From an optimization exercise on the open Yosys and OpenROAD flow, aimed at small area and a short achievable clock period; shortcuts taken in it are not production practice. The RTL was checked by simulation tests, not by an equivalence proof against the original design. Power figures rest on the tool's default switching activity, not on a simulated workload.

`flow/config.mk`:
```
export PLATFORM = sky130hd
export DESIGN_NAME = SIMD
export DESIGN_NICKNAME = SIMD
export VERILOG_FILES = /design/flow/design.v
export SDC_FILE = /design/flow/constraint.sdc
export NUM_CORES = 4
export LEC_CHECK = 0
export CAP_MARGIN = 20
export CORE_MARGIN = 2
export CORE_UTILIZATION = 60
export CTS_CLUSTER_DIAMETER = 150
export CTS_CLUSTER_SIZE = 26
export SETUP_SLACK_MARGIN = 5
export SLEW_MARGIN = 20
```
`flow/constraint.sdc`:
```
create_clock -name core_clock -period 10.0 [get_ports {clk}]
set_input_delay 2.0000 -clock core_clock [delete_from_list [all_inputs] [get_ports {clk}]]
set_output_delay 2.0000 -clock core_clock [all_outputs]
set_load 0.01 [all_outputs]
```
`flow/design.v`:
```
module simd_addsub(
input  [15:0] a,
input  [15:0] b,
input  [1:0]  w,
input         sub,
output [15:0] s
);
wire [15:0] y = sub ? ~b : b;
wire p1 = (w != 2'd0);
wire p2 = (w == 2'd2);
wire [20:0] fx = {a[15:12], p1 | sub, a[11:8], p2 | sub, a[7:4], p1 | sub, a[3:0], sub};
wire [20:0] fy = {y[15:12], ~p1 & sub, y[11:8], ~p2 & sub, y[7:4], ~p1 & sub, y[3:0], sub};
wire [20:0] fs = fx + fy;
assign s = {fs[19:16], fs[14:11], fs[9:6], fs[4:1]};
endmodule
module simd_booth_enc(
  input  [15:0] b,
  input         m4, m8, m16,
  output [7:0]  one, two, neg
);
  wire nm4 = ~m4, nm8 = ~m8, nm16 = ~m16;
  assign one[0] = b[0];
  assign two[0] = b[1] & ~b[0];
  assign neg[0] = b[1];
  wire bm1 = b[1];
  assign one[1] = b[2] ^ bm1;
  assign two[1] = (b[3] & ~b[2] & ~bm1) | (~b[3] & b[2] & bm1);
  assign neg[1] = b[3];
  wire bm2 = (b[3] & nm4);
  assign one[2] = b[4] ^ bm2;
  assign two[2] = (b[5] & ~b[4] & ~bm2) | (~b[5] & b[4] & bm2);
  assign neg[2] = b[5];
  wire bm3 = b[5];
  assign one[3] = b[6] ^ bm3;
  assign two[3] = (b[7] & ~b[6] & ~bm3) | (~b[7] & b[6] & bm3);
  assign neg[3] = b[7];
  wire bm4 = (b[7] & m16);
  assign one[4] = b[8] ^ bm4;
  assign two[4] = (b[9] & ~b[8] & ~bm4) | (~b[9] & b[8] & bm4);
  assign neg[4] = b[9];
  wire bm5 = b[9];
  assign one[5] = b[10] ^ bm5;
  assign two[5] = (b[11] & ~b[10] & ~bm5) | (~b[11] & b[10] & bm5);
  assign neg[5] = b[11];
  wire bm6 = (b[11] & nm4);
  assign one[6] = b[12] ^ bm6;
  assign two[6] = (b[13] & ~b[12] & ~bm6) | (~b[13] & b[12] & bm6);
  assign neg[6] = b[13];
  wire bm7 = b[13];
  assign one[7] = b[14] ^ bm7;
  assign two[7] = (b[15] & ~b[14] & ~bm7) | (~b[15] & b[14] & bm7);
  assign neg[7] = b[15];
endmodule
module simd_mul(
  input  [15:0] a,
  input  [7:0]  one, two, neg,
  input  [31:0] x,
  input         en,
  input         m4, m8, m16,
  output [15:0] pl,
  output [15:0] hx, hy,
  output        hc
);
  wire nm4 = ~m4, nm8 = ~m8, nm16 = ~m16;
  wire t0 = (one[0] & a[0]) ^ neg[0];
  wire t1 = ((one[0] & a[1]) | (two[0] & a[0])) ^ neg[0];
  wire t2 = ((one[0] & a[2]) | (two[0] & a[1])) ^ neg[0];
  wire t3 = ((one[0] & a[3]) | (two[0] & a[2])) ^ neg[0];
  wire t4 = (m4 & (en & ~(((one[0] | two[0]) & a[3]) ^ neg[0]))) | (nm4 & (((one[0] & a[4]) | (two[0] & a[3])) ^ neg[0]));
  wire t5 = one[0] & nm4;
  wire t6 = two[0] & nm4;
  wire t7 = neg[0] & nm4;
  wire t8 = ((t5 & a[5]) | (t6 & a[4])) ^ t7;
  wire t9 = ((t5 & a[6]) | (t6 & a[5])) ^ t7;
  wire t10 = ((t5 & a[7]) | (t6 & a[6])) ^ t7;
  wire t11 = (m8 & (en & ~(((one[0] | two[0]) & a[7]) ^ neg[0]))) | (m16 & (((one[0] & a[8]) | (two[0] & a[7])) ^ neg[0]));
  wire t12 = one[0] & m16;
  wire t13 = two[0] & m16;
  wire t14 = neg[0] & m16;
  wire t15 = ((t12 & a[9]) | (t13 & a[8])) ^ t14;
  wire t16 = ((t12 & a[10]) | (t13 & a[9])) ^ t14;
  wire t17 = ((t12 & a[11]) | (t13 & a[10])) ^ t14;
  wire t18 = ((t12 & a[12]) | (t13 & a[11])) ^ t14;
  wire t19 = ((t12 & a[13]) | (t13 & a[12])) ^ t14;
  wire t20 = ((t12 & a[14]) | (t13 & a[13])) ^ t14;
  wire t21 = ((t12 & a[15]) | (t13 & a[14])) ^ t14;
  wire t22 = m16 & en & ~(((t12 | t13) & a[15]) ^ t14);
  wire t23 = (one[1] & a[0]) ^ neg[1];
  wire t24 = ((one[1] & a[1]) | (two[1] & a[0])) ^ neg[1];
  wire t25 = ((one[1] & a[2]) | (two[1] & a[1])) ^ neg[1];
  wire t26 = ((one[1] & a[3]) | (two[1] & a[2])) ^ neg[1];
  wire t27 = (m4 & (en & ~(((one[1] | two[1]) & a[3]) ^ neg[1]))) | (nm4 & (((one[1] & a[4]) | (two[1] & a[3])) ^ neg[1]));
  wire t28 = one[1] & nm4;
  wire t29 = two[1] & nm4;
  wire t30 = neg[1] & nm4;
  wire t31 = ((t28 & a[5]) | (t29 & a[4])) ^ t30;
  wire t32 = ((t28 & a[6]) | (t29 & a[5])) ^ t30;
  wire t33 = ((t28 & a[7]) | (t29 & a[6])) ^ t30;
  wire t34 = (m8 & (en & ~(((one[1] | two[1]) & a[7]) ^ neg[1]))) | (m16 & (((one[1] & a[8]) | (two[1] & a[7])) ^ neg[1]));
  wire t35 = one[1] & m16;
  wire t36 = two[1] & m16;
  wire t37 = neg[1] & m16;
  wire t38 = ((t35 & a[9]) | (t36 & a[8])) ^ t37;
  wire t39 = ((t35 & a[10]) | (t36 & a[9])) ^ t37;
  wire t40 = ((t35 & a[11]) | (t36 & a[10])) ^ t37;
  wire t41 = ((t35 & a[12]) | (t36 & a[11])) ^ t37;
  wire t42 = ((t35 & a[13]) | (t36 & a[12])) ^ t37;
  wire t43 = ((t35 & a[14]) | (t36 & a[13])) ^ t37;
  wire t44 = ((t35 & a[15]) | (t36 & a[14])) ^ t37;
  wire t45 = m16 & en & ~(((t35 | t36) & a[15]) ^ t37);
  wire t46 = one[2] & nm4;
  wire t47 = two[2] & nm4;
  wire t48 = neg[2] & nm4;
  wire t49 = (t46 & a[0]) ^ t48;
  wire t50 = ((t46 & a[1]) | (t47 & a[0])) ^ t48;
  wire t51 = ((t46 & a[2]) | (t47 & a[1])) ^ t48;
  wire t52 = ((t46 & a[3]) | (t47 & a[2])) ^ t48;
  wire t53 = (m4 & ((one[2] & a[4]) ^ neg[2])) | (nm4 & (((one[2] & a[4]) | (two[2] & a[3])) ^ neg[2]));
  wire t54 = ((one[2] & a[5]) | (two[2] & a[4])) ^ neg[2];
  wire t55 = ((one[2] & a[6]) | (two[2] & a[5])) ^ neg[2];
  wire t56 = ((one[2] & a[7]) | (two[2] & a[6])) ^ neg[2];
  wire t57 = (nm16 & (en & ~(((one[2] | two[2]) & a[7]) ^ neg[2]))) | (m16 & (((one[2] & a[8]) | (two[2] & a[7])) ^ neg[2]));
  wire t58 = one[2] & m16;
  wire t59 = two[2] & m16;
  wire t60 = neg[2] & m16;
  wire t61 = ((t58 & a[9]) | (t59 & a[8])) ^ t60;
  wire t62 = ((t58 & a[10]) | (t59 & a[9])) ^ t60;
  wire t63 = ((t58 & a[11]) | (t59 & a[10])) ^ t60;
  wire t64 = ((t58 & a[12]) | (t59 & a[11])) ^ t60;
  wire t65 = ((t58 & a[13]) | (t59 & a[12])) ^ t60;
  wire t66 = ((t58 & a[14]) | (t59 & a[13])) ^ t60;
  wire t67 = ((t58 & a[15]) | (t59 & a[14])) ^ t60;
  wire t68 = m16 & en & ~(((t58 | t59) & a[15]) ^ t60);
  wire t69 = one[3] & nm4;
  wire t70 = two[3] & nm4;
  wire t71 = neg[3] & nm4;
  wire t72 = (t69 & a[0]) ^ t71;
  wire t73 = ((t69 & a[1]) | (t70 & a[0])) ^ t71;
  wire t74 = ((t69 & a[2]) | (t70 & a[1])) ^ t71;
  wire t75 = ((t69 & a[3]) | (t70 & a[2])) ^ t71;
  wire t76 = (m4 & ((one[3] & a[4]) ^ neg[3])) | (nm4 & (((one[3] & a[4]) | (two[3] & a[3])) ^ neg[3]));
  wire t77 = ((one[3] & a[5]) | (two[3] & a[4])) ^ neg[3];
  wire t78 = ((one[3] & a[6]) | (two[3] & a[5])) ^ neg[3];
  wire t79 = ((one[3] & a[7]) | (two[3] & a[6])) ^ neg[3];
  wire t80 = (nm16 & (en & ~(((one[3] | two[3]) & a[7]) ^ neg[3]))) | (m16 & (((one[3] & a[8]) | (two[3] & a[7])) ^ neg[3]));
  wire t81 = one[3] & m16;
  wire t82 = two[3] & m16;
  wire t83 = neg[3] & m16;
  wire t84 = ((t81 & a[9]) | (t82 & a[8])) ^ t83;
  wire t85 = ((t81 & a[10]) | (t82 & a[9])) ^ t83;
  wire t86 = ((t81 & a[11]) | (t82 & a[10])) ^ t83;
  wire t87 = ((t81 & a[12]) | (t82 & a[11])) ^ t83;
  wire t88 = ((t81 & a[13]) | (t82 & a[12])) ^ t83;
  wire t89 = ((t81 & a[14]) | (t82 & a[13])) ^ t83;
  wire t90 = ((t81 & a[15]) | (t82 & a[14])) ^ t83;
  wire t91 = m16 & en & ~(((t81 | t82) & a[15]) ^ t83);
  wire t92 = one[4] & m16;
  wire t93 = two[4] & m16;
  wire t94 = neg[4] & m16;
  wire t95 = (t92 & a[0]) ^ t94;
  wire t96 = ((t92 & a[1]) | (t93 & a[0])) ^ t94;
  wire t97 = ((t92 & a[2]) | (t93 & a[1])) ^ t94;
  wire t98 = ((t92 & a[3]) | (t93 & a[2])) ^ t94;
  wire t99 = ((t92 & a[4]) | (t93 & a[3])) ^ t94;
  wire t100 = ((t92 & a[5]) | (t93 & a[4])) ^ t94;
  wire t101 = ((t92 & a[6]) | (t93 & a[5])) ^ t94;
  wire t102 = ((t92 & a[7]) | (t93 & a[6])) ^ t94;
  wire t103 = (nm16 & ((one[4] & a[8]) ^ neg[4])) | (m16 & (((one[4] & a[8]) | (two[4] & a[7])) ^ neg[4]));
  wire t104 = ((one[4] & a[9]) | (two[4] & a[8])) ^ neg[4];
  wire t105 = ((one[4] & a[10]) | (two[4] & a[9])) ^ neg[4];
  wire t106 = ((one[4] & a[11]) | (two[4] & a[10])) ^ neg[4];
  wire t107 = (m4 & (en & ~(((one[4] | two[4]) & a[11]) ^ neg[4]))) | (nm4 & (((one[4] & a[12]) | (two[4] & a[11])) ^ neg[4]));
  wire t108 = one[4] & nm4;
  wire t109 = two[4] & nm4;
  wire t110 = neg[4] & nm4;
  wire t111 = ((t108 & a[13]) | (t109 & a[12])) ^ t110;
  wire t112 = ((t108 & a[14]) | (t109 & a[13])) ^ t110;
  wire t113 = ((t108 & a[15]) | (t109 & a[14])) ^ t110;
  wire t114 = nm4 & en & ~(((t108 | t109) & a[15]) ^ t110);
  wire t115 = one[5] & m16;
  wire t116 = two[5] & m16;
  wire t117 = neg[5] & m16;
  wire t118 = (t115 & a[0]) ^ t117;
  wire t119 = ((t115 & a[1]) | (t116 & a[0])) ^ t117;
  wire t120 = ((t115 & a[2]) | (t116 & a[1])) ^ t117;
  wire t121 = ((t115 & a[3]) | (t116 & a[2])) ^ t117;
  wire t122 = ((t115 & a[4]) | (t116 & a[3])) ^ t117;
  wire t123 = ((t115 & a[5]) | (t116 & a[4])) ^ t117;
  wire t124 = ((t115 & a[6]) | (t116 & a[5])) ^ t117;
  wire t125 = ((t115 & a[7]) | (t116 & a[6])) ^ t117;
  wire t126 = (nm16 & ((one[5] & a[8]) ^ neg[5])) | (m16 & (((one[5] & a[8]) | (two[5] & a[7])) ^ neg[5]));
  wire t127 = ((one[5] & a[9]) | (two[5] & a[8])) ^ neg[5];
  wire t128 = ((one[5] & a[10]) | (two[5] & a[9])) ^ neg[5];
  wire t129 = ((one[5] & a[11]) | (two[5] & a[10])) ^ neg[5];
  wire t130 = (m4 & (en & ~(((one[5] | two[5]) & a[11]) ^ neg[5]))) | (nm4 & (((one[5] & a[12]) | (two[5] & a[11])) ^ neg[5]));
  wire t131 = one[5] & nm4;
  wire t132 = two[5] & nm4;
  wire t133 = neg[5] & nm4;
  wire t134 = ((t131 & a[13]) | (t132 & a[12])) ^ t133;
  wire t135 = ((t131 & a[14]) | (t132 & a[13])) ^ t133;
  wire t136 = ((t131 & a[15]) | (t132 & a[14])) ^ t133;
  wire t137 = nm4 & en & ~(((t131 | t132) & a[15]) ^ t133);
  wire t138 = one[6] & m16;
  wire t139 = two[6] & m16;
  wire t140 = neg[6] & m16;
  wire t141 = (t138 & a[0]) ^ t140;
  wire t142 = ((t138 & a[1]) | (t139 & a[0])) ^ t140;
  wire t143 = ((t138 & a[2]) | (t139 & a[1])) ^ t140;
  wire t144 = ((t138 & a[3]) | (t139 & a[2])) ^ t140;
  wire t145 = ((t138 & a[4]) | (t139 & a[3])) ^ t140;
  wire t146 = ((t138 & a[5]) | (t139 & a[4])) ^ t140;
  wire t147 = ((t138 & a[6]) | (t139 & a[5])) ^ t140;
  wire t148 = ((t138 & a[7]) | (t139 & a[6])) ^ t140;
  wire t149 = (m8 & ((one[6] & a[8]) ^ neg[6])) | (m16 & (((one[6] & a[8]) | (two[6] & a[7])) ^ neg[6]));
  wire t150 = one[6] & nm4;
  wire t151 = two[6] & nm4;
  wire t152 = neg[6] & nm4;
  wire t153 = ((t150 & a[9]) | (t151 & a[8])) ^ t152;
  wire t154 = ((t150 & a[10]) | (t151 & a[9])) ^ t152;
  wire t155 = ((t150 & a[11]) | (t151 & a[10])) ^ t152;
  wire t156 = (m4 & ((one[6] & a[12]) ^ neg[6])) | (nm4 & (((one[6] & a[12]) | (two[6] & a[11])) ^ neg[6]));
  wire t157 = ((one[6] & a[13]) | (two[6] & a[12])) ^ neg[6];
  wire t158 = ((one[6] & a[14]) | (two[6] & a[13])) ^ neg[6];
  wire t159 = ((one[6] & a[15]) | (two[6] & a[14])) ^ neg[6];
  wire t160 = en & ~(((one[6] | two[6]) & a[15]) ^ neg[6]);
  wire t161 = one[7] & m16;
  wire t162 = two[7] & m16;
  wire t163 = neg[7] & m16;
  wire t164 = (t161 & a[0]) ^ t163;
  wire t165 = ((t161 & a[1]) | (t162 & a[0])) ^ t163;
  wire t166 = ((t161 & a[2]) | (t162 & a[1])) ^ t163;
  wire t167 = ((t161 & a[3]) | (t162 & a[2])) ^ t163;
  wire t168 = ((t161 & a[4]) | (t162 & a[3])) ^ t163;
  wire t169 = ((t161 & a[5]) | (t162 & a[4])) ^ t163;
  wire t170 = ((t161 & a[6]) | (t162 & a[5])) ^ t163;
  wire t171 = ((t161 & a[7]) | (t162 & a[6])) ^ t163;
  wire t172 = (m8 & ((one[7] & a[8]) ^ neg[7])) | (m16 & (((one[7] & a[8]) | (two[7] & a[7])) ^ neg[7]));
  wire t173 = one[7] & nm4;
  wire t174 = two[7] & nm4;
  wire t175 = neg[7] & nm4;
  wire t176 = ((t173 & a[9]) | (t174 & a[8])) ^ t175;
  wire t177 = ((t173 & a[10]) | (t174 & a[9])) ^ t175;
  wire t178 = ((t173 & a[11]) | (t174 & a[10])) ^ t175;
  wire t179 = (m4 & ((one[7] & a[12]) ^ neg[7])) | (nm4 & (((one[7] & a[12]) | (two[7] & a[11])) ^ neg[7]));
  wire t180 = ((one[7] & a[13]) | (two[7] & a[12])) ^ neg[7];
  wire t181 = ((one[7] & a[14]) | (two[7] & a[13])) ^ neg[7];
  wire t182 = ((one[7] & a[15]) | (two[7] & a[14])) ^ neg[7];
  wire t183 = en & ~(((one[7] | two[7]) & a[15]) ^ neg[7]);
  wire t184 = (m4 & neg[0]) | (m8 & neg[0]) | (m16 & neg[0]);
  wire t185 = (m4 & neg[1]) | (m8 & neg[1]) | (m16 & neg[1]);
  wire t186 = (m8 & neg[2]) | (m16 & neg[2]);
  wire t187 = (m8 & neg[3]) | (m16 & neg[3]);
  wire t188 = (m4 & neg[2]) | (m16 & neg[4]);
  wire t189 = (m4 & neg[3]) | (m16 & neg[5]);
  wire t190 = (m16 & neg[6]);
  wire t191 = (m16 & neg[7]);
  wire t192 = (m4 & neg[4]) | (m8 & neg[4]);
  wire t193 = (m4 & neg[5]) | (m8 & neg[5]);
  wire t194 = (m8 & neg[6]);
  wire t195 = (m8 & neg[7]);
  wire t196 = (m4 & neg[6]);
  wire t197 = (m4 & neg[7]);
  wire t198 = x[0] ^ t184;
  wire t199 = x[0] & t184;
  wire t200 = x[1] ^ t1;
  wire t201 = x[1] & t1;
  wire fs202, fc202;
  assign {fc202, fs202} = {1'b0, x[2]} + {1'b0, t185} + {1'b0, t2};
  wire t203 = t23 ^ t201;
  wire t204 = t23 & t201;
  wire fs205, fc205;
  assign {fc205, fs205} = {1'b0, x[3]} + {1'b0, t3} + {1'b0, t24};
  wire t206 = fc202 ^ t204;
  wire t207 = fc202 & t204;
  wire fs208, fc208;
  assign {fc208, fs208} = {1'b0, x[4]} + {1'b0, t186} + {1'b0, t25};
  wire fs209, fc209;
  assign {fc209, fs209} = {1'b0, t49} + {1'b0, t4} + {1'b0, fc205};
  wire t210 = fs208 ^ t207;
  wire t211 = fs208 & t207;
  wire fs212, fc212;
  assign {fc212, fs212} = {1'b0, x[5]} + {1'b0, t8} + {1'b0, t26};
  wire fs213, fc213;
  assign {fc213, fs213} = {1'b0, t50} + {1'b0, fc208} + {1'b0, fs212};
  wire t214 = fc209 ^ t211;
  wire t215 = fc209 & t211;
  wire fs216, fc216;
  assign {fc216, fs216} = {1'b0, x[6]} + {1'b0, t187} + {1'b0, t9};
  wire fs217, fc217;
  assign {fc217, fs217} = {1'b0, t51} + {1'b0, t72} + {1'b0, t27};
  wire fs218, fc218;
  assign {fc218, fs218} = {1'b0, fc212} + {1'b0, fs216} + {1'b0, fs217};
  wire t219 = fc213 ^ t215;
  wire t220 = fc213 & t215;
  wire fs221, fc221;
  assign {fc221, fs221} = {1'b0, x[7]} + {1'b0, t10} + {1'b0, t31};
  wire t222 = fc221 & nm4;
  wire fs223, fc223;
  assign {fc223, fs223} = {1'b0, t52} + {1'b0, t73} + {1'b0, fc216};
  wire t224 = fc223 & nm4;
  wire fs225, fc225;
  assign {fc225, fs225} = {1'b0, fs221} + {1'b0, fc217} + {1'b0, fs223};
  wire t226 = fc225 & nm4;
  wire t227 = fc218 ^ t220;
  wire t228 = fc218 & t220;
  wire t229 = t228 & nm4;
  wire fs230, fc230;
  assign {fc230, fs230} = {1'b0, x[8]} + {1'b0, t188} + {1'b0, t32};
  wire fs231, fc231;
  assign {fc231, fs231} = {1'b0, t74} + {1'b0, t95} + {1'b0, t11};
  wire fs232, fc232;
  assign {fc232, fs232} = {1'b0, t53} + {1'b0, fs230} + {1'b0, t222};
  wire fs233, fc233;
  assign {fc233, fs233} = {1'b0, fs231} + {1'b0, t224} + {1'b0, fs232};
  wire t234 = t226 ^ fs233;
  wire t235 = t226 & fs233;
  wire fs236, fc236;
  assign {fc236, fs236} = {1'b0, x[9]} + {1'b0, t15} + {1'b0, t33};
  wire fs237, fc237;
  assign {fc237, fs237} = {1'b0, t54} + {1'b0, t75} + {1'b0, t96};
  wire fs238, fc238;
  assign {fc238, fs238} = {1'b0, fc230} + {1'b0, fs236} + {1'b0, fs237};
  wire fs239, fc239;
  assign {fc239, fs239} = {1'b0, fc231} + {1'b0, fs238} + {1'b0, fc232};
  wire t240 = fc233 ^ fs239;
  wire t241 = fc233 & fs239;
  wire fs242, fc242;
  assign {fc242, fs242} = {1'b0, x[10]} + {1'b0, t189} + {1'b0, t16};
  wire fs243, fc243;
  assign {fc243, fs243} = {1'b0, t55} + {1'b0, t97} + {1'b0, t118};
  wire fs244, fc244;
  assign {fc244, fs244} = {1'b0, t34} + {1'b0, t76} + {1'b0, fc236};
  wire fs245, fc245;
  assign {fc245, fs245} = {1'b0, fc237} + {1'b0, fs242} + {1'b0, fs243};
  wire fs246, fc246;
  assign {fc246, fs246} = {1'b0, fc238} + {1'b0, fs244} + {1'b0, fs245};
  wire t247 = fs246 ^ fc239;
  wire t248 = fs246 & fc239;
  wire fs249, fc249;
  assign {fc249, fs249} = {1'b0, x[11]} + {1'b0, t17} + {1'b0, t38};
  wire fs250, fc250;
  assign {fc250, fs250} = {1'b0, t56} + {1'b0, t77} + {1'b0, t98};
  wire fs251, fc251;
  assign {fc251, fs251} = {1'b0, t119} + {1'b0, fc242} + {1'b0, fc243};
  wire fs252, fc252;
  assign {fc252, fs252} = {1'b0, fs249} + {1'b0, fs250} + {1'b0, fc244};
  wire fs253, fc253;
  assign {fc253, fs253} = {1'b0, fc245} + {1'b0, fs251} + {1'b0, fc246};
  wire t254 = fs252 ^ t248;
  wire t255 = fs252 & t248;
  wire fs256, fc256;
  assign {fc256, fs256} = {1'b0, x[12]} + {1'b0, t190} + {1'b0, t18};
  wire fs257, fc257;
  assign {fc257, fs257} = {1'b0, t39} + {1'b0, t78} + {1'b0, t99};
  wire fs258, fc258;
  assign {fc258, fs258} = {1'b0, t120} + {1'b0, t141} + {1'b0, t57};
  wire fs259, fc259;
  assign {fc259, fs259} = {1'b0, fc249} + {1'b0, fc250} + {1'b0, fs256};
  wire fs260, fc260;
  assign {fc260, fs260} = {1'b0, fs257} + {1'b0, fs258} + {1'b0, fc251};
  wire fs261, fc261;
  assign {fc261, fs261} = {1'b0, fs259} + {1'b0, fc252} + {1'b0, fs260};
  wire t262 = fc253 ^ fs261;
  wire t263 = fc253 & fs261;
  wire fs264, fc264;
  assign {fc264, fs264} = {1'b0, x[13]} + {1'b0, t19} + {1'b0, t40};
  wire fs265, fc265;
  assign {fc265, fs265} = {1'b0, t61} + {1'b0, t79} + {1'b0, t100};
  wire fs266, fc266;
  assign {fc266, fs266} = {1'b0, t121} + {1'b0, t142} + {1'b0, fc256};
  wire fs267, fc267;
  assign {fc267, fs267} = {1'b0, fc257} + {1'b0, fs264} + {1'b0, fs265};
  wire fs268, fc268;
  assign {fc268, fs268} = {1'b0, fc258} + {1'b0, fc259} + {1'b0, fs266};
  wire fs269, fc269;
  assign {fc269, fs269} = {1'b0, fs267} + {1'b0, fc260} + {1'b0, fs268};
  wire t270 = fc261 ^ fs269;
  wire t271 = fc261 & fs269;
  wire fs272, fc272;
  assign {fc272, fs272} = {1'b0, x[14]} + {1'b0, t191} + {1'b0, t20};
  wire fs273, fc273;
  assign {fc273, fs273} = {1'b0, t41} + {1'b0, t62} + {1'b0, t101};
  wire fs274, fc274;
  assign {fc274, fs274} = {1'b0, t122} + {1'b0, t143} + {1'b0, t164};
  wire fs275, fc275;
  assign {fc275, fs275} = {1'b0, t80} + {1'b0, fc264} + {1'b0, fc265};
  wire fs276, fc276;
  assign {fc276, fs276} = {1'b0, fs272} + {1'b0, fs273} + {1'b0, fs274};
  wire fs277, fc277;
  assign {fc277, fs277} = {1'b0, fc266} + {1'b0, fc267} + {1'b0, fs275};
  wire fs278, fc278;
  assign {fc278, fs278} = {1'b0, fs276} + {1'b0, fc268} + {1'b0, fs277};
  wire t279 = fc269 ^ fs278;
  wire t280 = fc269 & fs278;
  wire fs281, fc281;
  assign {fc281, fs281} = {1'b0, x[15]} + {1'b0, t21} + {1'b0, t42};
  wire t282 = fc281 & m16;
  wire fs283, fc283;
  assign {fc283, fs283} = {1'b0, t63} + {1'b0, t84} + {1'b0, t102};
  wire t284 = fc283 & m16;
  wire fs285, fc285;
  assign {fc285, fs285} = {1'b0, t123} + {1'b0, t144} + {1'b0, t165};
  wire t286 = fc285 & m16;
  wire fs287, fc287;
  assign {fc287, fs287} = {1'b0, fc272} + {1'b0, fc273} + {1'b0, fc274};
  wire t288 = fc287 & m16;
  wire fs289, fc289;
  assign {fc289, fs289} = {1'b0, fs281} + {1'b0, fs283} + {1'b0, fs285};
  wire t290 = fc289 & m16;
  wire fs291, fc291;
  assign {fc291, fs291} = {1'b0, fc275} + {1'b0, fc276} + {1'b0, fs287};
  wire t292 = fc291 & m16;
  wire fs293, fc293;
  assign {fc293, fs293} = {1'b0, fs289} + {1'b0, fc277} + {1'b0, fs291};
  wire t294 = fc293 & m16;
  wire t295 = fc278 ^ fs293;
  wire t296 = fc278 & fs293;
  wire t297 = t296 & m16;
  wire fs298, fc298;
  assign {fc298, fs298} = {1'b0, x[16]} + {1'b0, t192} + {1'b0, t22};
  wire fs299, fc299;
  assign {fc299, fs299} = {1'b0, t43} + {1'b0, t64} + {1'b0, t85};
  wire fs300, fc300;
  assign {fc300, fs300} = {1'b0, t124} + {1'b0, t145} + {1'b0, t166};
  wire fs301, fc301;
  assign {fc301, fs301} = {1'b0, t103} + {1'b0, fs298} + {1'b0, fs299};
  wire fs302, fc302;
  assign {fc302, fs302} = {1'b0, fs300} + {1'b0, t282} + {1'b0, t284};
  wire fs303, fc303;
  assign {fc303, fs303} = {1'b0, t286} + {1'b0, fs301} + {1'b0, t288};
  wire fs304, fc304;
  assign {fc304, fs304} = {1'b0, t290} + {1'b0, fs302} + {1'b0, t292};
  wire fs305, fc305;
  assign {fc305, fs305} = {1'b0, fs303} + {1'b0, t294} + {1'b0, fs304};
  wire fs306, fc306;
  assign {fc306, fs306} = {1'b0, x[17]} + {1'b0, t44} + {1'b0, t65};
  wire fs307, fc307;
  assign {fc307, fs307} = {1'b0, t86} + {1'b0, t104} + {1'b0, t125};
  wire fs308, fc308;
  assign {fc308, fs308} = {1'b0, t146} + {1'b0, t167} + {1'b0, fc298};
  wire fs309, fc309;
  assign {fc309, fs309} = {1'b0, fc299} + {1'b0, fc300} + {1'b0, fs306};
  wire fs310, fc310;
  assign {fc310, fs310} = {1'b0, fs307} + {1'b0, fc301} + {1'b0, fs308};
  wire fs311, fc311;
  assign {fc311, fs311} = {1'b0, fs309} + {1'b0, fc302} + {1'b0, fs310};
  wire fs312, fc312;
  assign {fc312, fs312} = {1'b0, fc303} + {1'b0, fs311} + {1'b0, fc304};
  wire fs313, fc313;
  assign {fc313, fs313} = {1'b0, x[18]} + {1'b0, t193} + {1'b0, t45};
  wire fs314, fc314;
  assign {fc314, fs314} = {1'b0, t66} + {1'b0, t87} + {1'b0, t105};
  wire fs315, fc315;
  assign {fc315, fs315} = {1'b0, t147} + {1'b0, t168} + {1'b0, t126};
  wire fs316, fc316;
  assign {fc316, fs316} = {1'b0, fc306} + {1'b0, fc307} + {1'b0, fs313};
  wire fs317, fc317;
  assign {fc317, fs317} = {1'b0, fs314} + {1'b0, fs315} + {1'b0, fc308};
  wire fs318, fc318;
  assign {fc318, fs318} = {1'b0, fc309} + {1'b0, fs316} + {1'b0, fc310};
  wire fs319, fc319;
  assign {fc319, fs319} = {1'b0, fs317} + {1'b0, fc311} + {1'b0, fs318};
  wire fs320, fc320;
  assign {fc320, fs320} = {1'b0, x[19]} + {1'b0, t67} + {1'b0, t88};
  wire fs321, fc321;
  assign {fc321, fs321} = {1'b0, t106} + {1'b0, t127} + {1'b0, t148};
  wire fs322, fc322;
  assign {fc322, fs322} = {1'b0, t169} + {1'b0, fc313} + {1'b0, fc314};
  wire fs323, fc323;
  assign {fc323, fs323} = {1'b0, fs320} + {1'b0, fs321} + {1'b0, fc315};
  wire fs324, fc324;
  assign {fc324, fs324} = {1'b0, fc316} + {1'b0, fs322} + {1'b0, fs323};
  wire fs325, fc325;
  assign {fc325, fs325} = {1'b0, fc317} + {1'b0, fs324} + {1'b0, fc318};
  wire fs326, fc326;
  assign {fc326, fs326} = {1'b0, x[20]} + {1'b0, t194} + {1'b0, t68};
  wire fs327, fc327;
  assign {fc327, fs327} = {1'b0, t89} + {1'b0, t128} + {1'b0, t170};
  wire fs328, fc328;
  assign {fc328, fs328} = {1'b0, t107} + {1'b0, t149} + {1'b0, fc320};
  wire fs329, fc329;
  assign {fc329, fs329} = {1'b0, fc321} + {1'b0, fs326} + {1'b0, fs327};
  wire fs330, fc330;
  assign {fc330, fs330} = {1'b0, fc322} + {1'b0, fs328} + {1'b0, fs329};
  wire fs331, fc331;
  assign {fc331, fs331} = {1'b0, fc323} + {1'b0, fs330} + {1'b0, fc324};
  wire fs332, fc332;
  assign {fc332, fs332} = {1'b0, x[21]} + {1'b0, t90} + {1'b0, t111};
  wire fs333, fc333;
  assign {fc333, fs333} = {1'b0, t129} + {1'b0, t153} + {1'b0, t171};
  wire fs334, fc334;
  assign {fc334, fs334} = {1'b0, fc326} + {1'b0, fc327} + {1'b0, fs332};
  wire fs335, fc335;
  assign {fc335, fs335} = {1'b0, fs333} + {1'b0, fc328} + {1'b0, fc329};
  wire fs336, fc336;
  assign {fc336, fs336} = {1'b0, fs334} + {1'b0, fc330} + {1'b0, fs335};
  wire fs337, fc337;
  assign {fc337, fs337} = {1'b0, x[22]} + {1'b0, t195} + {1'b0, t91};
  wire fs338, fc338;
  assign {fc338, fs338} = {1'b0, t112} + {1'b0, t154} + {1'b0, t130};
  wire fs339, fc339;
  assign {fc339, fs339} = {1'b0, t172} + {1'b0, fc332} + {1'b0, fc333};
  wire fs340, fc340;
  assign {fc340, fs340} = {1'b0, fs337} + {1'b0, fs338} + {1'b0, fc334};
  wire fs341, fc341;
  assign {fc341, fs341} = {1'b0, fs339} + {1'b0, fc335} + {1'b0, fs340};
  wire fs342, fc342;
  assign {fc342, fs342} = {1'b0, x[23]} + {1'b0, t113} + {1'b0, t134};
  wire t343 = fc342 & nm4;
  wire fs344, fc344;
  assign {fc344, fs344} = {1'b0, t155} + {1'b0, t176} + {1'b0, fc337};
  wire t345 = fc344 & nm4;
  wire fs346, fc346;
  assign {fc346, fs346} = {1'b0, fs342} + {1'b0, fc338} + {1'b0, fc339};
  wire t347 = fc346 & nm4;
  wire fs348, fc348;
  assign {fc348, fs348} = {1'b0, fs344} + {1'b0, fc340} + {1'b0, fs346};
  wire t349 = fc348 & nm4;
  wire fs350, fc350;
  assign {fc350, fs350} = {1'b0, x[24]} + {1'b0, t196} + {1'b0, t114};
  wire fs351, fc351;
  assign {fc351, fs351} = {1'b0, t135} + {1'b0, t177} + {1'b0, t156};
  wire fs352, fc352;
  assign {fc352, fs352} = {1'b0, fs350} + {1'b0, t343} + {1'b0, fs351};
  wire fs353, fc353;
  assign {fc353, fs353} = {1'b0, t345} + {1'b0, fs352} + {1'b0, t347};
  wire fs354, fc354;
  assign {fc354, fs354} = {1'b0, x[25]} + {1'b0, t136} + {1'b0, t157};
  wire fs355, fc355;
  assign {fc355, fs355} = {1'b0, t178} + {1'b0, fc350} + {1'b0, fs354};
  wire fs356, fc356;
  assign {fc356, fs356} = {1'b0, fc351} + {1'b0, fs355} + {1'b0, fc352};
  wire fs357, fc357;
  assign {fc357, fs357} = {1'b0, x[26]} + {1'b0, t197} + {1'b0, t137};
  wire fs358, fc358;
  assign {fc358, fs358} = {1'b0, t158} + {1'b0, t179} + {1'b0, fc354};
  wire fs359, fc359;
  assign {fc359, fs359} = {1'b0, fs357} + {1'b0, fc355} + {1'b0, fs358};
  wire fs360, fc360;
  assign {fc360, fs360} = {1'b0, x[27]} + {1'b0, t159} + {1'b0, t180};
  wire fs361, fc361;
  assign {fc361, fs361} = {1'b0, fc357} + {1'b0, fs360} + {1'b0, fc358};
  wire fs362, fc362;
  assign {fc362, fs362} = {1'b0, x[28]} + {1'b0, t160} + {1'b0, t181};
  wire t363 = fc360 ^ fs362;
  wire t364 = fc360 & fs362;
  wire fs365, fc365;
  assign {fc365, fs365} = {1'b0, x[29]} + {1'b0, t182} + {1'b0, fc362};
  wire t366 = x[30] ^ t183;
  wire t367 = x[30] & t183;
  wire [17:0] fx = {1'b0, t280, t271, t263, t255, fs253, t241, t235, t229, nm4, fs225, fs218, fs213, fs209, fs205, fs202, t199, t0};
  wire [17:0] fy = {1'b0, t295, t279, t270, t262, t254, t247, t240, t234, 1'b0, t227, t219, t214, t210, t206, t203, t200, t198};
  wire [17:0] fs = fx + fy;
  assign pl = {fs[16:9], fs[7:0]};
  assign hc = fs[17] & m16;
  assign hx = {x[31], fc365, t364, fc361, fc359, fc356, fc353, t349, fc341, fc336, fc331, fc325, fc319, fc312, fc305, t297};
  assign hy = {t367, t366, fs365, t363, fs361, fs359, fs356, fs353, fs348, fs341, fs336, fs331, fs325, fs319, fs312, fs305};
endmodule
module simd_shift(
input  [15:0] d,
input  [1:0]  w,
input         right,
input         arith,
output [15:0] q
);
wire s4 = (w == 2'd0);
wire s16 = (w == 2'd2);
wire [15:0] tops = {1'b1, 3'b0, s4, 3'b0, ~s16, 3'b0, s4, 3'b0};
wire [15:0] bots = {3'b0, s4, 3'b0, ~s16, 3'b0, s4, 3'b0, 1'b1};
wire [15:0] rsh = ({1'b0, d[15:1]} & ~tops) | (d & tops & {16{arith}});
wire [15:0] lsh = {d[14:0], 1'b0} & ~bots;
assign q = right ? rsh : lsh;
endmodule
module SIMD(
input [11:0] instruction,
input clk,
input rst,
output [31:0] outputvalue
);
reg  [11:0] cmd;             
reg  rst_d;                  
reg  [255:0] rf;             
reg  [15:0] ra;              
reg  [7:0]  e_one, e_two, e_neg;    
reg  [31:0] e_x;             
reg  e_mul, e_m4, e_m8, e_m16;
reg  [3:0] e_dst;
reg  [15:0] res_l, out_l, out_h;
reg  [15:0] w_hx, w_hy;      
reg  w_hc, w_k24;            
wire [3:0] op = cmd[11:8];
wire [1:0] w  = cmd[7:6];
wire [1:0] fc = cmd[5:4];
wire [1:0] fb = cmd[3:2];
wire [1:0] fa = cmd[1:0];
wire is_logic = (op[3:2] == 2'b10);
wire nop = rst | rst_d;
wire mul = ~nop & (op[3:1] == 3'd1);
wire [3:0] addr_a = is_logic ? {fb, fa} : {w, fa};
wire [15:0] bank0 = rf[16*{w,2'd0} +: 16];
wire [15:0] bank1 = rf[16*{w,2'd1} +: 16];
wire [15:0] bank2 = rf[16*{w,2'd2} +: 16];
wire [15:0] bank3 = rf[16*{w,2'd3} +: 16];
wire [15:0] rd_a = rf[16*addr_a +: 16];
wire [15:0] rd_b = fb[1] ? (fb[0] ? bank3 : bank2) : (fb[0] ? bank1 : bank0);
wire [15:0] rd_c = fc[1] ? (fc[0] ? bank3 : bank2) : (fc[0] ? bank1 : bank0);
wire [15:0] as_out;
simd_addsub as(.a(rd_a), .b(rd_b), .w(w), .sub(op == 4'd1), .s(as_out));
wire [15:0] sh_out;
simd_shift sh(.d(rd_a), .w(w), .right(fb[0]), .arith(op == 4'd6), .q(sh_out));
wire [15:0] pre = ({16{~nop & (op[3:1] == 3'd0)}} & as_out)
                | ({16{~nop & ((op == 4'd4) | (op == 4'd6))}} & sh_out)
                | ({16{~nop & (op == 4'd8)}}  & (rd_a & rd_c))
                | ({16{~nop & (op == 4'd9)}}  & (rd_a | rd_c))
                | ({16{~nop & (op == 4'd10)}} & (rd_a ^ rd_c))
                | ({16{~nop & (op == 4'd11)}} & ~rd_a);
wire m4 = (w == 2'd0), m8 = (w == 2'd1), m16 = w[1];
wire [7:0] one, two, neg;
simd_booth_enc be(.b(rd_b), .m4(m4), .m8(m8), .m16(m16), .one(one), .two(two), .neg(neg));
wire [3:0] par4 = {^rd_b[15:12], ^rd_b[11:8], ^rd_b[7:4], ^rd_b[3:0]};
wire [1:0] par8 = {par4[3] ^ par4[2], par4[1] ^ par4[0]};
wire par16 = par8[1] ^ par8[0];
wire [3:0] q;
assign q[0] = ~(rd_a[3] & par4[0]);
assign q[1] = m4 ? ~(rd_a[7] & par4[1]) : ~(rd_a[7] & par8[0]);
assign q[2] = ~(rd_a[11] & par4[2]);
assign q[3] = m4 ? ~(rd_a[15] & par4[3]) : m8 ? ~(rd_a[15] & par8[1]) : ~(rd_a[15] & par16);
wire [15:0] c = (op == 4'd3) ? rd_c : 16'd0;
wire [31:0] x4 = {q[3], 1'b0, 1'b1, ~c[15], c[15:12], q[2], 1'b0, 1'b1, ~c[11], c[11:8],
                  q[1], 1'b0, 1'b1, ~c[7],  c[7:4],   q[0], 1'b0, 1'b1, ~c[3],  c[3:0]};
wire [31:0] x8 = {q[3], 1'b0, 1'b1, 1'b0, 1'b1, 1'b0, 1'b1, ~c[15], c[15:8],
                  q[1], 1'b0, 1'b1, 1'b0, 1'b1, 1'b0, 1'b1, ~c[7],  c[7:0]};
wire [31:0] x16 = {q[3], 1'b0, 1'b1, 1'b0, 1'b1, 1'b0, 1'b1, 1'b0, 1'b1, 1'b0, 1'b1,
                   1'b0, 1'b1, 1'b0, 1'b1, ~c[15], c[15:0]};
wire [31:0] x = ~mul ? {16'd0, pre} : m4 ? x4 : m8 ? x8 : x16;
always @(posedge clk) begin
  ra <= rd_a;
  e_one <= one & {8{mul}};
  e_two <= two & {8{mul}};
  e_neg <= neg & {8{mul}};
  e_x <= x;
  e_mul <= mul;
  e_m4 <= m4;
  e_m8 <= m8;
  e_m16 <= m16;
  e_dst <= nop ? 4'd0 : {w, fc};
  rst_d <= rst;
  cmd <= instruction;
end
wire [15:0] res, hx, hy;
wire hc;
simd_mul mu(.a(ra), .one(e_one), .two(e_two), .neg(e_neg), .x(e_x), .en(e_mul),
            .m4(e_m4), .m8(e_m8), .m16(e_m16), .pl(res), .hx(hx), .hy(hy), .hc(hc));
wire [17:0] hs = {w_hx[15:8], w_k24, w_hx[7:0], w_hc} + {w_hy[15:8], 1'b0, w_hy[7:0], w_hc};
wire [15:0] wd0 = res & ~{16{rst}};
wire [15:0] wd1 = res | {16{rst}};
integer i;
always @(posedge clk) begin
  res_l <= res;
  w_hx <= hx;
  w_hy <= hy;
  w_hc <= hc;
  w_k24 <= ~e_m4;
  out_l <= res_l;
  out_h <= {hs[17:10], hs[8:1]};
  for (i = 0; i < 16; i = i + 1)
    if (rst | (e_dst == i))
      rf[16*i +: 16] <= (wd1 & rf_init(i)) | (wd0 & ~rf_init(i));
end
function [15:0] rf_init(input integer r);
  case (r)
    1:  rf_init = 16'b0001_1000_1000_0100;
    2:  rf_init = 16'b1110_0110_0110_1100;
    4:  rf_init = 16'b0010_0111_0100_1100;
    5:  rf_init = 16'b1101_1000_1000_0101;
    8:  rf_init = 16'b0001_0110_0100_1010;
    9:  rf_init = 16'b1111_1010_1010_0100;
    13: rf_init = 16'b0001_1000_1000_0100;
    default: rf_init = 16'b0;
  endcase
endfunction
assign outputvalue = {out_h, out_l};
endmodule
```
`flow/run.sh`:
```
#!/bin/bash
# synth_recipe.tcl (not shown) runs the flow's synth.tcl, then flattens the netlist and writes it again
# the make line also repeats each setting of config.mk as NAME=value (left out here)
make -C /OpenROAD-flow-scripts/flow DESIGN_CONFIG=/design/flow/config.mk WORK_HOME=/design/flow/orfs CLKGATE_MAP_FILE= SYNTH_SCRIPT=/design/flow/synth_recipe.tcl finish
```
==> impl_metrics.tcl, run 1 <==
set metrics [dict create \
    outcome "timing/DRC/antenna clean" \
    antennaDiodeCount 0 \
    maximum_vdd_ir_drop_v 0.000221 \
    finalSetupViolations 0 \
    critPathLaunch "ra[8]$_DFF_P_" \
    timing.hold.ws_ns 0.337 \
    grt_setup_unrepaired "yes" \
    tritoncts_num_sinks 429 \
    category_of_the_worst_setup_path_capture_point "flip-flop" \
    rows 77 \
    power.static_leakage_uw 0.0108 \
    leading_area_contributor_after_synthesis "edfxtp_1" \
    syn_area_per_cell_um2 12.2 \
    fillers 3353 \
    max_clock_freq_mhz 202 \
    worstPathMaxFanout 18 \
    initial_core_util 0.612 \
    grt_first_pass_wirelength_um 116000 \
    detail_route.wl_per_cell_um 27.5 \
    cts_htree_levels 1 \
    power.density_nw_per_um2 148 \
    area_delta_synth_final_pct 7.25 \
    worst-r2r-setup-slack_ns 5.05 \
    yosys.cell_types.count 82 \
    cp_data_required_time_ns 10.32 \
    clk_pin_slew_worst_paths_ns 0.10 \
    synth.top_cell.area_share 0.283 \
    postSynth.asyncResetShare 0 \
    cts_made_buffers 20 \
    cap_violations 0 \
    number_of_antenna_violations_at_the_first_check_in_global_routing 2 \
    power_uw 4330 \
    cts_hold_buf 0 \
    global_router_s_overall_resource_usage 0.329 \
    timing.hold.worst.start "e_x[31]$_SDFF_PN0_" \
    worst_slew_pin_slew_ns 1.19 \
    hpwlAfterDp_um 54300 \
    ys_dominant_reg_cell "edfxtp_1" \
    final_design_area_no_fill_um2 29100 \
    maxSlewViolCount 0 \
    yosysWarningCount 1 \
    ys_seq_area_frac 0.410 \
    wl_met1_um 29600 \
    wl_met3_um 6910 \
    remaining_overflow_grt 0 \
    synth.ff_latch_count 429 \
    postRouteAntennaNets 0 \
    top_layer "met4" \
    post_drt_via_cell_ratio 6.58 \
    tns_ns 0 \
    finClkSkew_ns 0.0407 \
    placed_area_um2 28000 \
    die_x_um 217 \
    crit_slowest_cell "fa_1" \
    critical_path_class "reg2reg" \
    slew_headroom 0.201 \
    critical_path.reg2reg.startpoint "ra[8]$_DFF_P_" \
    cts_tree "yes" \
    core_area_um2 44400 \
    path_common_cell "fa_1" \
    final.min_clock_period_ns 4.95 \
    ratio_of_cells_with_drive_above_1_in_the_final_layout 0.173 \
    io_buffer_count 45 \
    holdPathStages 0 \
    r2r_end "rf[79]$_DFFE_PP_" \
    hp-class "reg2reg" \
    synth_top_cells_by_area "edfxtp_1 28%, mux4_2 13%, dfxtp_1 13%" \
    worst_setup_path_start_kind "flip-flop" \
    clockRootBuffer "clkbuf_16" \
    routed-wl-met2_um 37400 \
    synth_edf_count 256 \
    chain_of_cells_forming_the_critical_path "buf_6 -> a22oi_1 -> xnor2_1 -> nand2_1 -> fa_1 -> fa_1 -> fa_1 -> fa_1 -> inv_1 -> ha_1 -> ha_1 -> or3_1 -> nor3_4 -> or3_4 -> a21oi_4 -> buf_12" \
    worstPathArrival_ns 5.28 \
    drc 0 \
    drtPass1Iterations 6 \
    cts_buffer_depth 3 \
    synthesis.instances 2236 \
    floorplan.die.height_um 217 \
    worst_reg2reg_path_depth 16 \
    route.final.wire_length_um 77400 \
    first_global_vias 18200 \
    via_count 18500 \
    sequential_cell_area_in_the_final_layout_um2 11300 \
    min_period_over_period 0.495 \
    grt_start_max_net_pins 54 \
    cp_slowest_stage_delay_ns 0.57 \
    synth_nets 2480 \
    fin_util 0.656 \
    synth_area_um2 27200 \
    ioPinCount 46 \
    first_iter_violations 1923 \
    hold_viol_final 0 \
    multi_input_comb_area_um2 14800 \
    insertion_delay_ns 0.59 \
    crit_end "rf[79]$_DFFE_PP_" \
    fin_nets 2453 \
    floorplan.die_area_um2 47000 \
    gp_routability_congestion 0.992 \
]
## where the power goes
group / switching (uW) / total, uW / internal, uW
sequential: 149 / 2220 / 2070
combinational: 677 / 1170 / 497
clock: 552 / 937 / 385
total: 1380 / 4330 / 2950
## cells by family after synthesis
kind of cell    after synthesis  share of synthesized area
xor+xnor                    202                     0.0651
fa+ha+maj                   230                      0.139
flops                       429                      0.410
compound gates              402                      0.103
buf+inv                     346                     0.0531
simple gates                403                     0.0714
mux                         224                      0.158
## critical path: cells and delay by family, from the launching register on
kind	cells	cell delay, ns
xor gates and xnor gates	1	0.16
buffers and inverters	3	0.41
adders and majority gates	6	2.59
and+or+nand+nor	4	0.92
AOI/OAI and AO/OA	2	0.32
DFF	1	0.32
## state kept, by name (all words and copies together), names as in the netlist, 4 cells and up
signal	cells
cmd	12
e_dst	4
e_neg	8
e_one	8
e_two	8
e_x	31
out_h	16
out_l	16
ra	16
res_l	16
rf	256
w_hx	16
w_hy	15
## timing repair
action / in CTS / in global routing
resized for setup: 49 / 51
buffers inserted: 1 / 17
hold endpoints to repair: 0 / 0
endpoints found under the setup margin: 133 / 106
pin swaps: 2 / 3
cloned: 1 / 1
## per-layer routing
layer | GRT usage | up-vias
li1 | - | 8021
met2 | 0.546 | 964
met5 | 0 | -
met3 | 0.0535 | 182
met1 | 0.440 | 9354
met4 | 0.126 | 0
## layout by cell type (no fill, tap or decap), types with 27 or more instances in the layout
cell               n
mux4_2           161
nor2_1            97
clkdlybuf4s50_1   44
fa_1             118
and2_1            27
o21ai_0           42
a21oi_1           73
dfxtp_1          141
xnor2_1          149
buf_4             62
edfxtp_1         256
a22oi_1          116
nand2_1          131
ha_1             108
inv_1            162
nor2b_1           32
xor2_1            51
mux2i_1           54
## per-stage QoR
step                setup WS [ns]  std cells
finish                       5.05       2814
global route                 4.92       2814
CTS                          4.94       2796
detailed placement           3.96       2759
global placement             4.10       2758
floorplan                    4.99       2236
## how the worst min path moves through the flow
| stage | endpoint | slack [ns] |
|---|---|---|
| final | w_hx[15]$_DFF_P_ | 0.34 |
| after floorplan | out_l[0]$_DFF_P_ | 0.31 |
| after global routing | out_l[7]$_DFF_P_ | 0.34 |
| after CTS | out_l[7]$_DFF_P_ | 0.34 |
| after global placement | out_l[7]$_DFF_P_ | 0.31 |
| after detailed placement | out_l[7]$_DFF_P_ | 0.31 |
## final cells by class
cell class	count	area share
Tap cell	592	0.0254
Inverter	174	0.0227
Multi-Input combinational cell	1463	0.508
Sequential cell	429	0.386
Clock inverter	3	0.00107
Timing Repair Buffer	121	0.0380
Clock buffer	32	0.0187
## cell usage after synthesis (56+ instances only)
library cell and instances:
clkbuf_1 118, a22oi_1 120, edfxtp_1 256, nor2_1 97
fa_1 120, ha_1 110, a21oi_1 76, xnor2_1 151
mux4_2 161, dfxtp_1 173, mux2i_1 56, nand2_1 132
inv_1 162
==> run 2: changes to the inputs <==
--- a/flow/design.v
+++ b/flow/design.v
@@ -598,10 +598,31 @@
 wire mul = ~nop & (op[3:1] == 3'd1);
-wire [3:0] addr_a = is_logic ? {fb, fa} : {w, fa};
-wire [15:0] bank0 = rf[16*{w,2'd0} +: 16];
-wire [15:0] bank1 = rf[16*{w,2'd1} +: 16];
-wire [15:0] bank2 = rf[16*{w,2'd2} +: 16];
-wire [15:0] bank3 = rf[16*{w,2'd3} +: 16];
-wire [15:0] rd_a = rf[16*addr_a +: 16];
-wire [15:0] rd_b = fb[1] ? (fb[0] ? bank3 : bank2) : (fb[0] ? bank1 : bank0);
-wire [15:0] rd_c = fc[1] ? (fc[0] ? bank3 : bank2) : (fc[0] ? bank1 : bank0);
+reg  [15:0] sel_a;
+reg  [3:0]  sel_w, sel_b, sel_c;
+wire [11:0] ins = instruction;
+wire [3:0] ins_a = (ins[11:10] == 2'b10) ? {ins[3:2], ins[1:0]} : {ins[7:6], ins[1:0]};
+always @(posedge clk) begin
+  sel_a <= 16'd1 << ins_a;
+  sel_w <= 4'd1 << ins[7:6];
+  sel_b <= 4'd1 << ins[3:2];
+  sel_c <= 4'd1 << ins[5:4];
+end
+reg [15:0] rd_a, rd_b, rd_c;
+reg [15:0] bank [0:3];
+integer r, k;
+always @* begin
+  rd_a = 16'd0;
+  for (r = 0; r < 16; r = r + 1)
+    rd_a = rd_a | ({16{sel_a[r]}} & rf[16*r +: 16]);
+  for (k = 0; k < 4; k = k + 1) begin
+    bank[k] = 16'd0;
+    for (r = 0; r < 4; r = r + 1)
+      bank[k] = bank[k] | ({16{sel_w[r]}} & rf[16*(4*r+k) +: 16]);
+  end
+  rd_b = 16'd0;
+  rd_c = 16'd0;
+  for (k = 0; k < 4; k = k + 1) begin
+    rd_b = rd_b | ({16{sel_b[k]}} & bank[k]);
+    rd_c = rd_c | ({16{sel_c[k]}} & bank[k]);
+  end
+end
 wire [15:0] as_out;
--- a/flow/config.mk
+++ b/flow/config.mk
@@ -9,5 +9,3 @@
 export CORE_MARGIN = 2
-export CORE_UTILIZATION = 60
-export CTS_CLUSTER_DIAMETER = 150
-export CTS_CLUSTER_SIZE = 26
+export CORE_UTILIZATION = 40
 export SETUP_SLACK_MARGIN = 5
==> run 2 against run 1 <==
Effect of this change:
- clock power grew 96%
- hold slack lost 0.012 ns
- routed wire length grew 17%
- still clean
- critical path depth shrank 1
- utilization shrank 19 points
- critical path type unchanged
==> impl_metrics.tcl, run 2 <==
set metrics [dict create \
    outcome "timing/DRC/antenna clean" \
    hp-class "reg2reg" \
    synth_nets 2791 \
    grt_setup_unrepaired "yes" \
    combinational_family_with_the_most_area_after_synthesis "compound AO/OA/AOI/OAI gates" \
    yosys.cell_types.count 76 \
    category_of_the_worst_setup_path_capture_point "flip-flop" \
    yosysWarningCount 2 \
    postSynth.asyncResetShare 0 \
    pwr-share-comb 0.194 \
    cp_data_required_time_ns 10.31 \
    area_delta_synth_final_pct 13.9 \
    synth_mux_area_frac 0.0109 \
    layout.cells.most_common_list "317 x a22oi_1, 256 x edfxtp_1, 221 x nand2_1" \
    mostFrequentLayoutCell "a22oi_1" \
    postRouteAntennaNets 0 \
    layoutNonFillerInstCount 3453 \
    flip_flop_count_of_the_largest_register_after_layout 256 \
    max_clock_freq_mhz 201 \
    clk_pin_slew_worst_paths_ns 0.06 \
    detail_route.wl_per_cell_um 26.3 \
    syn_area_per_cell_um2 10.5 \
    finalSetupViolations 0 \
    holdPathStages 0 \
    fillers 5947 \
    post-place-cells 3319 \
    worst-r2r-setup-slack_ns 5.02 \
    worstPathArrival_ns 5.29 \
    remaining_overflow_grt 0 \
    cts_htree_levels 2 \
    post_synth_xor_area_fraction 0.0655 \
    final.min_clock_period_ns 4.98 \
    drtPass1Iterations 7 \
    p_switching_uw 1580 \
    global_router_s_overall_resource_usage 0.254 \
    cap_violations 0 \
    ys_seq_area_frac 0.436 \
    synth.ff_latch_count 454 \
    critical_path_class "reg2reg" \
    r2r_end "rf[107]$_DFFE_PP_" \
    route.final.wire_length_um 90900 \
    internal_power_uw 3590 \
    floorplan.die_area_um2 68900 \
    power_frac_seq 0.450 \
    gp_routability_congestion 0.937 \
    power.density_nw_per_um2 170 \
    min_period_over_period 0.498 \
    critPathLaunch "e_mul$_DFF_P_" \
    synth-simple-area-share 0.0939 \
    synth.top_cell.area_share 0.287 \
    crit_end "rf[107]$_DFFE_PP_" \
    synth_area_um2 26700 \
    fin_nets 2789 \
    slew_headroom 0.160 \
    worstPathMaxFanout 14 \
    grt_first_pass_wirelength_um 133000 \
    synth_edf_count 256 \
    synth_top_cells_by_area "edfxtp_1 29%, dfxtp_1 15%, a22oi_1 9.3%" \
    ys_dominant_reg_cell "edfxtp_1" \
    floorplan.die.height_um 263 \
    cts_hold_buf 0 \
    cts_tree "yes" \
    hpwlAfterDp_um 58900 \
    ratio_of_cells_with_drive_above_1_in_the_final_layout 0.116 \
    clockRootBuffer "clkbuf_16" \
    ioPinCount 46 \
    via_count 21500 \
    critical_path.reg2reg.startpoint "e_mul$_DFF_P_" \
    maxSlewViolCount 0 \
    io_buffer_count 45 \
    grt_start_max_net_pins 65 \
    synthesis.instances 2547 \
    yosys.cell_count.top_type "a22oi_1" \
    power.clock.fraction 0.356 \
    finClkSkew_ns 0.0386 \
    worst_slew_pin_slew_ns 1.26 \
    cts_made_buffers 48 \
    insertion_delay_ns 0.63 \
    reg_top3 "rf (256), e_x (31)" \
    hold_viol_final 0 \
    drc 0 \
    maximum_vdd_ir_drop_v 0.000122 \
    number_of_antenna_violations_at_the_first_check_in_global_routing 4 \
    worst_setup_path_start_kind "flip-flop" \
    tns_ns 0 \
    initial_core_util 0.405 \
    arithmetic_cell_share_of_the_synthesized_area_counting_full_adders_half_adders_and_majority_gates 0.141 \
    first_iter_violations 2944 \
    core_area_um2 66000 \
    worst_reg2reg_path_depth 15 \
    regMostFlops "rf" \
    power.static_leakage_uw 0.0115 \
    die_x_um 263 \
    first_global_vias 20500 \
    post_drt_via_cell_ratio 6.22 \
    tritoncts_num_sinks 454 \
    synth_compound_gate_area_share 0.199 \
    cts_buffer_depth 3 \
    ys_top_cells_by_count "331 x a22oi_1, 256 x edfxtp_1, 221 x nand2_1" \
    switching_share 0.306 \
    leading_area_contributor_after_synthesis "edfxtp_1" \
    rows 94 \
]
[run 2: cell types whose count changed in the layout (fill, tap and decap cells not counted), moves of 14 or more]
cell / change
a22oi_2: +14
a22oi_1: +201
dfxtp_1: +25
mux2i_1: -26
a22o_1: +48
clkbuf_16: +30
mux4_2: -161
nor2_1: +22
nand2_1: +90
a221oi_1: +52
o21ai_0: +17
buf_4: +24
[run 2: worst max-delay path: stages, from the launching register on]
cell and delay (ns):
dfxtp_1 0.75, o2111ai_1 0.24, o211ai_1 0.14, o21ai_0 0.20, fa_1 0.55, inv_1 0.05
fa_1 0.46, ha_1 0.30, ha_2 0.33, o211a_1 0.17, and3_1 0.20, o31a_1 0.20
nor2_1 0.07, xnor2_1 0.21, buf_4 0.21, nor2b_1 0.61
[run 2: kinds of logic after synthesis]
| family | Yosys count |
|---|---|
| simple gates | 540 |
| fa+ha+maj | 230 |
| mux | 29 |
| xor+xnor | 200 |
| buf+inv | 379 |
| flops | 454 |
| compound gates | 715 |
[run 2: repair_timing]
item / CTS / global route
buffers inserted: 2 / 33
pin swaps: 2 / 22
resized for setup: 57 / 67
gates cloned: 4 / 1
setup endpoints to repair: 137 / 128
[run 2: power by group through the flow]
stage	combinational [uW]	sequential, uW	clock (uW)
finish	1000	2330	1840
global route	1070	2340	1930
CTS	929	2320	1860
detailed placement	914	2360	0
global placement	894	2350	0
floorplan	621	2270	0
[run 2: worst min path at each step]
stage	from	slack (ns)	endpoint
finish	e_x[31]$_SDFF_PN0_	0.32	w_hx[15]$_DFF_P_
global route	e_x[31]$_SDFF_PN0_	0.33	w_hx[15]$_DFF_P_
global placement	res_l[0]$_DFF_P_	0.31	out_l[0]$_DFF_P_
detailed placement	res_l[5]$_DFF_P_	0.31	out_l[5]$_DFF_P_
CTS	res_l[5]$_DFF_P_	0.33	out_l[5]$_DFF_P_
floorplan	res_l[0]$_DFF_P_	0.31	out_l[0]$_DFF_P_
[run 2: routing by layer]
| layer | vias to the layer above | track usage | share of wire |
|---|---|---|---|
| met5 | - | 0 | 0.00019 |
| met4 | 2 | 0.122 | 0.052 |
| met3 | 279 | 0.0518 | 0.11 |
| met2 | 1426 | 0.382 | 0.43 |
| met1 | 10500 | 0.350 | 0.40 |
| li1 | 9243 | - | - |
[run 2: metrics by stage]
| stage | hold slack (ns) | instance area [um^2] | power, uW | setup slack [ns] | util |
|---|---|---|---|---|---|
| floorplan | 0.310 | 26800 | 2890 | 5.01 | - |
| global placement | 0.311 | 28000 | 3250 | 4.12 | 0.424 |
| detailed placement | 0.313 | 28000 | 3270 | 3.96 | 0.425 |
| CTS | 0.327 | 29900 | 5120 | 4.94 | 0.453 |
| global route | 0.327 | 30500 | 5340 | 4.80 | 0.462 |
| finish | 0.324 | 30500 | 5170 | 5.02 | 0.462 |
[run 2: final cells by class]
cell class                 instances  area [um^2]  area share
multi-input combinational       1716        14000       0.458
timing repair inverter             1         5.00    0.000164
clock inverter                    25          265     0.00870
timing repair buffer             149         1350      0.0444
tap                              864         1080      0.0355
clock buffer                      65         1380      0.0452
sequential                       454        11800       0.386
inverter                         175          661      0.0217
antenna                            4         10.0    0.000328
==> run 3: changes to the inputs <==
--- a/flow/config.mk
+++ b/flow/config.mk
@@ -9,3 +9,5 @@
 export CORE_MARGIN = 2
-export CORE_UTILIZATION = 40
+export CORE_UTILIZATION = 60
+export CTS_CLUSTER_DIAMETER = 150
+export CTS_CLUSTER_SIZE = 20
 export SETUP_SLACK_MARGIN = 5
==> run 3 against run 2 <==
Effect of this change:
- highest routed layer unchanged
- flip-flop and latch count is the same
- power shrank 14%
- critical path depth shrank 2
- hold slack gained 0.0059 ns
- routed wire length shrank 0.29%
- clock-buffer cell count shrank 23
- sequential power is essentially flat
- synthesized cell count is the same
- register-to-register slack lost 0.11 ns
==> impl_metrics.tcl, run 3 <==
set metrics [dict create \
    detail_route.wl_per_cell_um 28.9 \
    slew_headroom 0.220 \
    postSynth.asyncResetShare 0 \
    cp_data_required_time_ns 10.27 \
    placed_area_um2 27600 \
    synth_edf_count 256 \
    worstPathMaxFanout 15 \
    synth.ff_latch_count 454 \
    max_clock_freq_mhz 196 \
    rows 77 \
    fillers 3545 \
    post-place-cells 3042 \
    route.final.wire_length_um 90600 \
    worst_slew_pin_slew_ns 1.17 \
    worst-r2r-setup-slack_ns 4.91 \
    core_area_um2 44100 \
    reg_top3 "rf (256), e_x (31)" \
    outcome "timing/DRC/antenna clean" \
    yosys.cell_types.count 76 \
    floorplan.die_area_um2 46300 \
    grt_setup_unrepaired "yes" \
    layout.cells.most_common_list "315 x a22oi_1, 256 x edfxtp_1, 221 x nand2_1" \
    ys_seq_area_frac 0.436 \
    cp_slowest_stage_delay_ns 0.74 \
    min_period_over_period 0.509 \
    drtPass1Iterations 6 \
    tns_ns 0 \
    ioPinCount 46 \
    first_global_vias 20500 \
    fin_util 0.663 \
    ys_top_cells_by_count "331 x a22oi_1, 256 x edfxtp_1, 221 x nand2_1" \
    synth_nets 2791 \
    gp_routability_congestion 0.949 \
    maxSlewViolCount 0 \
    yosysWarningCount 2 \
    tritoncts_num_sinks 454 \
    flip_flop_count_of_the_largest_register_after_layout 256 \
    cts_made_buffers 26 \
    crit_slowest_cell "dfxtp_1" \
    cts_htree_levels 1 \
    yosys.cell_count.top_type "a22oi_1" \
    final_design_area_no_fill_um2 29200 \
    finClkSkew_ns 0.0414 \
    regMostFlops "rf" \
    clockRootBuffer "clkbuf_16" \
    final.min_clock_period_ns 5.09 \
    cap_violations 0 \
    synth.top_cell.area_share 0.287 \
    insertion_delay_ns 0.62 \
    mostFrequentLayoutCell "a22oi_1" \
    grt_first_pass_wirelength_um 133000 \
    p_switching_uw 1430 \
    initial_core_util 0.606 \
    global_routing_usage_on_met2 0.556 \
    cts_buffer_depth 3 \
    synth_area_um2 26700 \
    syn_area_per_cell_um2 10.5 \
    floorplan.die.height_um 215 \
    synthesis.instances 2547 \
    layoutNonFillerInstCount 3134 \
    grt_start_max_net_pins 71 \
    power.static_leakage_uw 0.0111 \
    synth_top_cells_by_area "edfxtp_1 29%, dfxtp_1 15%, a22oi_1 9.3%" \
    ratio_of_cells_with_drive_above_1_in_the_final_layout 0.0996 \
    worstPathArrival_ns 5.36 \
    hold_viol_final 0 \
    post_drt_via_cell_ratio 6.83 \
    postRouteAntennaNets 0 \
    ys_dominant_reg_cell "edfxtp_1" \
    number_of_antenna_violations_at_the_first_check_in_global_routing 3 \
    category_of_the_worst_setup_path_capture_point "flip-flop" \
    power.clock.fraction 0.249 \
    cts_tree "yes" \
    path_common_cell "fa_1" \
    path_buf_inv 1 \
    area_delta_synth_final_pct 9.33 \
    first_iter_violations 3535 \
    grt_most_used_layer "met2" \
    maximum_vdd_ir_drop_v 0.000162 \
    pwr-share-comb 0.228 \
    grt.met3_usage 0.0947 \
    hpwlAfterDp_um 61200 \
    finalSetupViolations 0 \
    critPathTopFamily "adder cells" \
    remaining_overflow_grt 0 \
    critical_path_class "reg2reg" \
    io_buffer_count 45 \
    timing.hold.ws_ns 0.330 \
    leading_area_contributor_after_synthesis "edfxtp_1" \
    drc 0 \
    clk_pin_slew_worst_paths_ns 0.09 \
    power_frac_seq 0.523 \
    worst_setup_path_start_kind "flip-flop" \
    die_x_um 215 \
    chain_of_cells_forming_the_critical_path "nand2_1 -> a2bb2oi_1 -> fa_1 -> fa_1 -> inv_1 -> ha_1 -> a21o_1 -> nor3_1 -> o21ai_0 -> a31oi_1 -> nor2_1 -> xnor2_1 -> nor2_2" \
    fin_nets 2767 \
    globalRouteMet1Util 0.541 \
    power.density_nw_per_um2 152 \
    switching_share 0.322 \
    global_router_s_overall_resource_usage 0.384 \
    hp-class "reg2reg" \
    via_count 21400 \
    internal_power_uw 3020 \
]
run 3: what timing repair did:
| item | CTS | global route |
|---|---|---|
| pin swaps | 3 | 29 |
| resized for setup | 60 | 73 |
| hold buffers | 0 | 0 |
| setup endpoints to repair | 141 | 104 |
| buffers inserted | 1 | 36 |
| gates cloned | 3 | 3 |
run 3: layout make-up:
type / instances / area (um^2) / area share
repair inverters: 1 / 5.00 / 0.000171
repair buffers: 148 / 1370 / 0.0469
clock inverters: 2 / 25.0 / 0.000856
clock buffers: 42 / 711 / 0.0243
inverters: 175 / 673 / 0.0230
diodes: 3 / 7.51 / 0.000257
multi-input cells: 1717 / 14000 / 0.477
flip-flops and latches: 454 / 11800 / 0.402
well taps: 592 / 741 / 0.0253
run 3: through the flow:
stage	setup slack, ns	total power [uW]
3_3_place_gp	4.16	3260
4_1_cts	4.99	4370
2_1_floorplan	5.01	2890
6_report	4.91	4450
3_5_place_dp	4.00	3280
5_1_grt	4.93	4600
run 3: final timing paths:
| path | start | to | cells after the start |
|---|---|---|---|
| max reg2reg | e_mul$_DFF_P_ | rf[248]$_DFFE_PP_ | 13 |
| max | e_mul$_DFF_P_ | rf[248]$_DFFE_PP_ | 13 |
| min | res_l[6]$_DFF_P_ | out_l[6]$_DFF_P_ | 0 |
| min reg2reg | res_l[6]$_DFF_P_ | out_l[6]$_DFF_P_ | 0 |
run 3: layer usage:
metal  vias to the layer above  part of all wire
met4                         2             0.061
li1                       9156                 -
met1                     10400              0.39
met3                       308              0.13
met2                      1547              0.42
met5                         -           0.00014
run 3: power by group through the flow:
stage | Clock [uW] | Combinational (uW) | Sequential (uW)
floorplan | 0 | 621 | 2270
global placement | 0 | 899 | 2360
detailed placement | 0 | 920 | 2360
CTS | 1110 | 930 | 2320
global route | 1180 | 1080 | 2340
finish | 1110 | 1010 | 2330
run 3: logic make-up after synthesis:
family	after synthesis	share of synthesized area
XOR/XNOR	200	0.0655
flip-flops	454	0.436
AO/OA/AOI/OAI	715	0.199
buffers and inverters	379	0.0539
AND/OR/NAND/NOR	540	0.0939
multiplexers	29	0.0109
adder cells (fa/ha/maj)	230	0.141

-- afterwards: timing with drivers on the ports --
Ports are ideal in the flow. The routed layouts listed here were re-timed in OpenROAD. Step 1: set_driving_cell puts a clkbuf_16 on clk and a buf_2 on each other input, an assumption about the parent block. Step 2, shift: input delay + t, output delay - t, t = (earliest + latest rising clock arrival at the registers) / 2. This alone moves slack from input paths to output paths. Slacks: no drivers / after step 1 / after step 2; pairs: no drivers / after step 1.
run | t, ns | setup slack, ns | worst setup path at the end | clock arrival spread, ns | worst data-port slew with drivers (ns)
run 1 | 0.623 | 5.046 / 5.046 / 5.046 | register to register | 0.042 / 0.043 | 0.04
run 2 | 0.670 | 5.019 / 5.019 / 4.596 | input to register | 0.040 / 0.040 | 0.07
run 3 | 0.656 | 4.906 / 4.906 / 4.776 | input to register | 0.043 / 0.044 | 0.05
After both steps every run listed still meets setup and hold. For run 2, which loses most, drivers alone change the setup slack by 0.000 ns; drivers and shift together by -0.423 ns.
